What follows belongs to an exercise in optimizing a design on an open flow for small area; a production flow would make more cautious choices. Function was checked by simulation only, so behaviour that the tests miss may differ from the original. Power and IR drop assume default switching activity.

JK:
==> flow/design.v (excerpt) <==
module Top_1553B_APB
(
  APB_CLK,
  APB_RESETn,
  APB_RDATA,
  APB_READY,
  APB_SLVERR,
  APB_STRB,
  APB_PROT,
  APB_ADDR,
  APB_ENABLE,
  APB_WRITE,
  APB_WDATA,
  APB_SEL,
  rx0_1553,
  tx0_1553,
  tx0_en,
  rx1_1553,
  tx1_1553,
  tx1_en
);
input          APB_CLK;
input          APB_RESETn;
output [31:0]  APB_RDATA;
output         APB_READY;
output         APB_SLVERR;
input  [7:0]   APB_STRB;
input  [2:0]   APB_PROT;
input  [31:0]  APB_ADDR;
input          APB_ENABLE;
input          APB_WRITE;
input  [31:0]  APB_WDATA;
input          APB_SEL;
input     [1:0] rx0_1553;
output    [1:0] tx0_1553;
output    tx0_en;
input     [1:0] rx1_1553;
output    [1:0] tx1_1553;
output    tx1_en;
wire access_done;
APB_Slave_Interface APB_Inter_inst (
  .APB_CLK     (APB_CLK),
  .APB_RESETn  (APB_RESETn),
  .APB_SEL     (APB_SEL),
  .APB_ENABLE  (APB_ENABLE),
  .APB_READY   (APB_READY),
  .access_done (access_done)
);
assign APB_SLVERR = 1'b0;
wire sel_rx = (APB_ADDR[4:2] == 3'd2);
wire sel_tx = (APB_ADDR[4:2] == 3'd3);
wire        rx_unempty;
wire [18:0] rx_word;
wire        tx_unfull;
reg flag_q;
always @(posedge APB_CLK)
  flag_q <= APB_ADDR[2] ? tx_unfull : rx_unempty;
assign APB_RDATA[31]    = sel_rx & flag_q;
assign APB_RDATA[30:24] = 7'd0;
assign APB_RDATA[23]    = sel_rx & ~rx_word[18];
assign APB_RDATA[22]    = sel_rx &  rx_word[18];
assign APB_RDATA[21:19] = 3'd0;
assign APB_RDATA[18]    = sel_rx & rx_word[17];
assign APB_RDATA[17]    = 1'b0;
assign APB_RDATA[16:1]  = {16{sel_rx}} & rx_word[16:1];
assign APB_RDATA[0]     = (sel_rx & rx_word[0]) | (sel_tx & flag_q);
wire [19:0] tx_word;
assign tx_word[19]   = (APB_WDATA[23:21] == 3'b010);
  ...
Settings: LEC_CHECK=0, CAP_MARGIN=20, CORE_MARGIN=2, CORE_UTILIZATION=70, CTS_BUF_LIST=sky130_fd_sc_hd__clkbuf_8, CTS_CLUSTER_DIAMETER=60, CTS_CLUSTER_SIZE=16, SLEW_MARGIN=20; clock period 10.0 ns.
run.sh (not shown) runs the stock make flow with config.mk's settings and CLKGATE_MAP_FILE= SYNTH_SCRIPT=/design/flow/synth_recipe.tcl, a recipe that flattens the netlist after the stock synthesis.
The inputs of MS differ from those of JK as listed below.
==> flow/flow/run.sh (new file) <==
#!/bin/bash
set -euo pipefail
W=$(pwd)

# synthesis script: the standard flow's, with the ABC call pointed at the area script
{
  cat <<'TCL'
proc abc {args} {
  set i [lsearch -exact $args -script]
  if {$i >= 0} { lset args [expr {$i + 1}] $::env(AREA_ABC_SCRIPT) }
  yosys abc {*}$args
}
TCL
  cat "$W/synth_recipe.tcl"
} > "$W/area_synth.tcl"
export AREA_ABC_SCRIPT="$W/flow/area.script"

CTS="-sink_clustering_enable -repair_clock_nets -sink_clustering_size 16 -sink_clustering_max_diameter 60 -buf_list sky130_fd_sc_hd__clkbuf_8 -dont_use_dummy_load"
sed -E "s#SYNTH_SCRIPT=[^ ]+#SYNTH_SCRIPT=$W/area_synth.tcl 'BUFFER_PORTS_ARGS=-buffer_cell sky130_fd_sc_hd__buf_1' 'CTS_ARGS=$CTS'#" "$W/standard.sh" > "$W/area_standard.sh"
grep -q "SYNTH_SCRIPT=$W/area_synth.tcl" "$W/area_standard.sh"

bash "$W/area_standard.sh" > "$W/flow_make.log" 2>&1
==> flow/flow/area.script (new file) <==
strash
&get -n
&st
&dch
&nf -R 100 -C 32 -F 8
&st
&dch
&nf -R 100 -C 32 -F 8
&put
topo
==> flow/standard.sh (new file) <==
#!/bin/bash
# synth_recipe.tcl (not shown) runs the flow's synth.tcl, then flattens the netlist and writes it again
# the make line also repeats each setting of config.mk as NAME=value (left out here)
make -C /OpenROAD-flow-scripts/flow DESIGN_CONFIG=/design/flow/config.mk WORK_HOME=/design/flow/orfs CLKGATE_MAP_FILE= SYNTH_SCRIPT=/design/flow/synth_recipe.tcl "${@:-finish}"
removed: flow/run.sh
Findings:
MS leaves more setup margin than JK. MS — number of antenna repair diodes 1 lower, JK as reference. Run comparison: JK critical path capture point APB_RDATA[6]; MS critical path capture point APB_RDATA[3]. Per the comparison of MS with JK, cell area now smaller; power now larger.

========
Top_1553B_APB, a different RTL version from the one above (not shown whole).
Size: roughly 2700 cells after synthesis, ~1500 flip-flops, roughly 120 I/O pins, ~37000 sq um of cells after synthesis.
export LEC_CHECK = 0
export CAP_MARGIN = 20
export CORE_MARGIN = 2
export CORE_UTILIZATION = 70
export CTS_BUF_LIST = sky130_fd_sc_hd__clkbuf_8
export CTS_CLUSTER_DIAMETER = 60
export CTS_CLUSTER_SIZE = 16
export SLEW_MARGIN = 20
create_clock -name core_clock -period 10.0 [get_ports {APB_CLK}]
standard.sh (not shown) runs the stock make flow with config.mk's settings and CLKGATE_MAP_FILE= SYNTH_SCRIPT=/design/flow/synth_recipe.tcl, a recipe that flattens the netlist after the stock synthesis.
==> flow/flow/run.sh <==
#!/bin/bash
set -euo pipefail
W=$(pwd)

# synthesis script: the standard flow's, with the ABC call pointed at the area script
{
  cat <<'TCL'
proc abc {args} {
  set i [lsearch -exact $args -script]
  if {$i >= 0} { lset args [expr {$i + 1}] $::env(AREA_ABC_SCRIPT) }
  yosys abc {*}$args
}
TCL
  cat "$W/synth_recipe.tcl"
} > "$W/area_synth.tcl"
export AREA_ABC_SCRIPT="$W/flow/area.script"

CTS="-sink_clustering_enable -repair_clock_nets -sink_clustering_size 12 -sink_clustering_max_diameter 50 -buf_list sky130_fd_sc_hd__clkbuf_8 -dont_use_dummy_load"
sed -E "s#SYNTH_SCRIPT=[^ ]+#SYNTH_SCRIPT=$W/area_synth.tcl 'BUFFER_PORTS_ARGS=-buffer_cell sky130_fd_sc_hd__buf_1' 'CTS_ARGS=$CTS'#" "$W/standard.sh" > "$W/area_standard.sh"
grep -q "SYNTH_SCRIPT=$W/area_synth.tcl" "$W/area_standard.sh"

bash "$W/area_standard.sh" > "$W/flow_make.log" 2>&1
==> flow/flow/area.script <==
strash
&get -n
&st
&dch
&nf -R 100 -C 32 -F 8
&st
&dch
&nf -R 100 -C 32 -F 8
&put
topo
Next try:
--- a/flow/flow/run.sh
+++ b/flow/flow/run.sh
@@ -16,5 +16,5 @@
 export AREA_ABC_SCRIPT="$W/flow/area.script"
 
-CTS="-sink_clustering_enable -repair_clock_nets -sink_clustering_size 12 -sink_clustering_max_diameter 50 -buf_list sky130_fd_sc_hd__clkbuf_8 -dont_use_dummy_load"
+CTS="-sink_clustering_enable -repair_clock_nets -sink_clustering_size 20 -sink_clustering_max_diameter 55 -buf_list sky130_fd_sc_hd__clkbuf_8 -dont_use_dummy_load"
 sed -E "s#SYNTH_SCRIPT=[^ ]+#SYNTH_SCRIPT=$W/area_synth.tcl 'BUFFER_PORTS_ARGS=-buffer_cell sky130_fd_sc_hd__buf_1' 'CTS_ARGS=$CTS'#" "$W/standard.sh" > "$W/area_standard.sh"
 grep -q "SYNTH_SCRIPT=$W/area_synth.tcl" "$W/area_standard.sh"
PLACE_DENSITY = 0.8   (was unset)
The changed run went through all stages and came out clean.
Via count hardly moves.
Power fell by about 6%.
Worst setup slack is better by 0.12 ns.
Wire length shrinks by 1.6%.
Synthesized area stays the same.
Hold slack degrades by 0.0050 ns.
First-iteration DRC count grows by about 13%.
Final cell count goes down by about 1.5%.
Count of clock-buffer cells in the layout shrinks by 55.
Cell area shrinks by 1.9%.
Next try:
--- a/flow/flow/run.sh
+++ b/flow/flow/run.sh
@@ -16,5 +16,5 @@
 export AREA_ABC_SCRIPT="$W/flow/area.script"
 
-CTS="-sink_clustering_enable -repair_clock_nets -sink_clustering_size 20 -sink_clustering_max_diameter 55 -buf_list sky130_fd_sc_hd__clkbuf_8 -dont_use_dummy_load"
+CTS="-sink_clustering_enable -repair_clock_nets -sink_clustering_size 16 -sink_clustering_max_diameter 60 -buf_list sky130_fd_sc_hd__clkbuf_8 -dont_use_dummy_load"
 sed -E "s#SYNTH_SCRIPT=[^ ]+#SYNTH_SCRIPT=$W/area_synth.tcl 'BUFFER_PORTS_ARGS=-buffer_cell sky130_fd_sc_hd__buf_1' 'CTS_ARGS=$CTS'#" "$W/standard.sh" > "$W/area_standard.sh"
 grep -q "SYNTH_SCRIPT=$W/area_synth.tcl" "$W/area_standard.sh"
PLACE_DENSITY = unset   (was 0.8)
The new run produced a clean layout.
Non-clock buffer count is lower by 1.
First-iteration DRC count fell by roughly a tenth.
Via count shrinks slightly.
Worst hold slack degrades by 0.0084 ns.
Utilization came out higher by 0.46 points.
Power increases by a few percent.
Setup slack is worse by 0.014 ns.
Sequential power hardly moves.
Die area stays the same.
Routed wire length went up slightly.
Next try:
--- a/flow/flow/run.sh
+++ b/flow/flow/run.sh
@@ -16,5 +16,5 @@
 export AREA_ABC_SCRIPT="$W/flow/area.script"
 
-CTS="-sink_clustering_enable -repair_clock_nets -sink_clustering_size 16 -sink_clustering_max_diameter 60 -buf_list sky130_fd_sc_hd__clkbuf_8 -dont_use_dummy_load"
+CTS="-sink_clustering_enable -repair_clock_nets -sink_clustering_size 20 -sink_clustering_max_diameter 55 -buf_list sky130_fd_sc_hd__clkbuf_8 -dont_use_dummy_load"
 sed -E "s#SYNTH_SCRIPT=[^ ]+#SYNTH_SCRIPT=$W/area_synth.tcl 'BUFFER_PORTS_ARGS=-buffer_cell sky130_fd_sc_hd__buf_1' 'CTS_ARGS=$CTS'#" "$W/standard.sh" > "$W/area_standard.sh"
 grep -q "SYNTH_SCRIPT=$W/area_synth.tcl" "$W/area_standard.sh"
Result: The changed run went through all stages and came out clean. Non-clock buffer count does not change. Via count decreases by 0.40%. Wire length decreases by 0.88%. Final area decreases by 0.59%. Worst setup slack gains 0.066 ns. Final cell count decreases by 0.48%. Sequential cell count stays the same. Die area does not change. Count of clock-buffer cells in the layout decreases by 17. Synthesized cell count is unchanged.
Next try:
--- a/flow/flow/run.sh
+++ b/flow/flow/run.sh
@@ -16,5 +16,5 @@
 export AREA_ABC_SCRIPT="$W/flow/area.script"
 
-CTS="-sink_clustering_enable -repair_clock_nets -sink_clustering_size 20 -sink_clustering_max_diameter 55 -buf_list sky130_fd_sc_hd__clkbuf_8 -dont_use_dummy_load"
+CTS="-sink_clustering_enable -repair_clock_nets -sink_clustering_size 20 -sink_clustering_max_diameter 70 -buf_list sky130_fd_sc_hd__clkbuf_8 -dont_use_dummy_load"
 sed -E "s#SYNTH_SCRIPT=[^ ]+#SYNTH_SCRIPT=$W/area_synth.tcl 'BUFFER_PORTS_ARGS=-buffer_cell sky130_fd_sc_hd__buf_1' 'CTS_ARGS=$CTS'#" "$W/standard.sh" > "$W/area_standard.sh"
 grep -q "SYNTH_SCRIPT=$W/area_synth.tcl" "$W/area_standard.sh"
Outcome:
- The changed run produced a clean layout
- global-route usage stays flat
- setup slack is better by 0.0065 ns
- routed wire length stays flat
- total power hardly moves
Next try:
--- a/flow/flow/run.sh
+++ b/flow/flow/run.sh
@@ -16,5 +16,5 @@
 export AREA_ABC_SCRIPT="$W/flow/area.script"
 
-CTS="-sink_clustering_enable -repair_clock_nets -sink_clustering_size 20 -sink_clustering_max_diameter 70 -buf_list sky130_fd_sc_hd__clkbuf_8 -dont_use_dummy_load"
+CTS="-sink_clustering_enable -repair_clock_nets -sink_clustering_size 18 -sink_clustering_max_diameter 65 -buf_list sky130_fd_sc_hd__clkbuf_8 -dont_use_dummy_load"
 sed -E "s#SYNTH_SCRIPT=[^ ]+#SYNTH_SCRIPT=$W/area_synth.tcl 'BUFFER_PORTS_ARGS=-buffer_cell sky130_fd_sc_hd__buf_1' 'CTS_ARGS=$CTS'#" "$W/standard.sh" > "$W/area_standard.sh"
 grep -q "SYNTH_SCRIPT=$W/area_synth.tcl" "$W/area_standard.sh"
PLACE_DENSITY = 0.8   (was unset)
Final cell count hardly moves. Total power rises by 0.90%. Wire length falls by 0.43%. Setup slack degrades by 0.0067 ns. Cell area is about the same.

-- separate check: timing with driven ports --
No port has a modelled driver above. Below, the same layouts with a new extraction and two added sets of constraints.
Step 1 (the two cells are an assumption about what drives the block):
set clk [get_ports {APB_CLK}]
set_driving_cell -lib_cell sky130_fd_sc_hd__clkbuf_16 $clk
set_driving_cell -lib_cell sky130_fd_sc_hd__buf_2 [delete_from_list [all_inputs] $clk]
Step 2 moves the port delays by t, midway between the first and last clock arrival at a register: inputs arrive t later, outputs are due t later. That takes back most of the time a late clock gives input paths.
Slacks: no drivers / after step 1 / after step 2; pairs: no drivers / after step 1.
run | shift t [ns] | setup WS [ns] | worst setup path at the end | pins driven straight from the clock port
JK | 0.776 | 3.319 / 3.289 / 3.289 | input to output | 1
MS | 0.738 | 4.017 / 3.962 / 4.616 | input to output | 1
the first run of note 2 | 0.820 | 3.929 / 3.876 / 4.248 | input to output | 1
the second run of note 2 | 0.740 | 4.045 / 3.984 / 4.410 | input to output | 1
the third run of note 2 | 0.730 | 4.032 / 3.975 / 4.264 | input to output | 1
the fourth run of note 2 | 0.726 | 4.097 / 4.036 / 4.283 | input to output | 1
the fifth run of note 2 | 0.731 | 4.104 / 4.048 / 4.312 | input to output | 1
the sixth run of note 2 | 0.749 | 4.097 / 4.040 / 4.433 | input to output | 1
After both steps every run listed still meets setup and hold. For JK, which loses most, drivers alone change the setup slack by -0.030 ns; drivers and shift together by -0.030 ns.
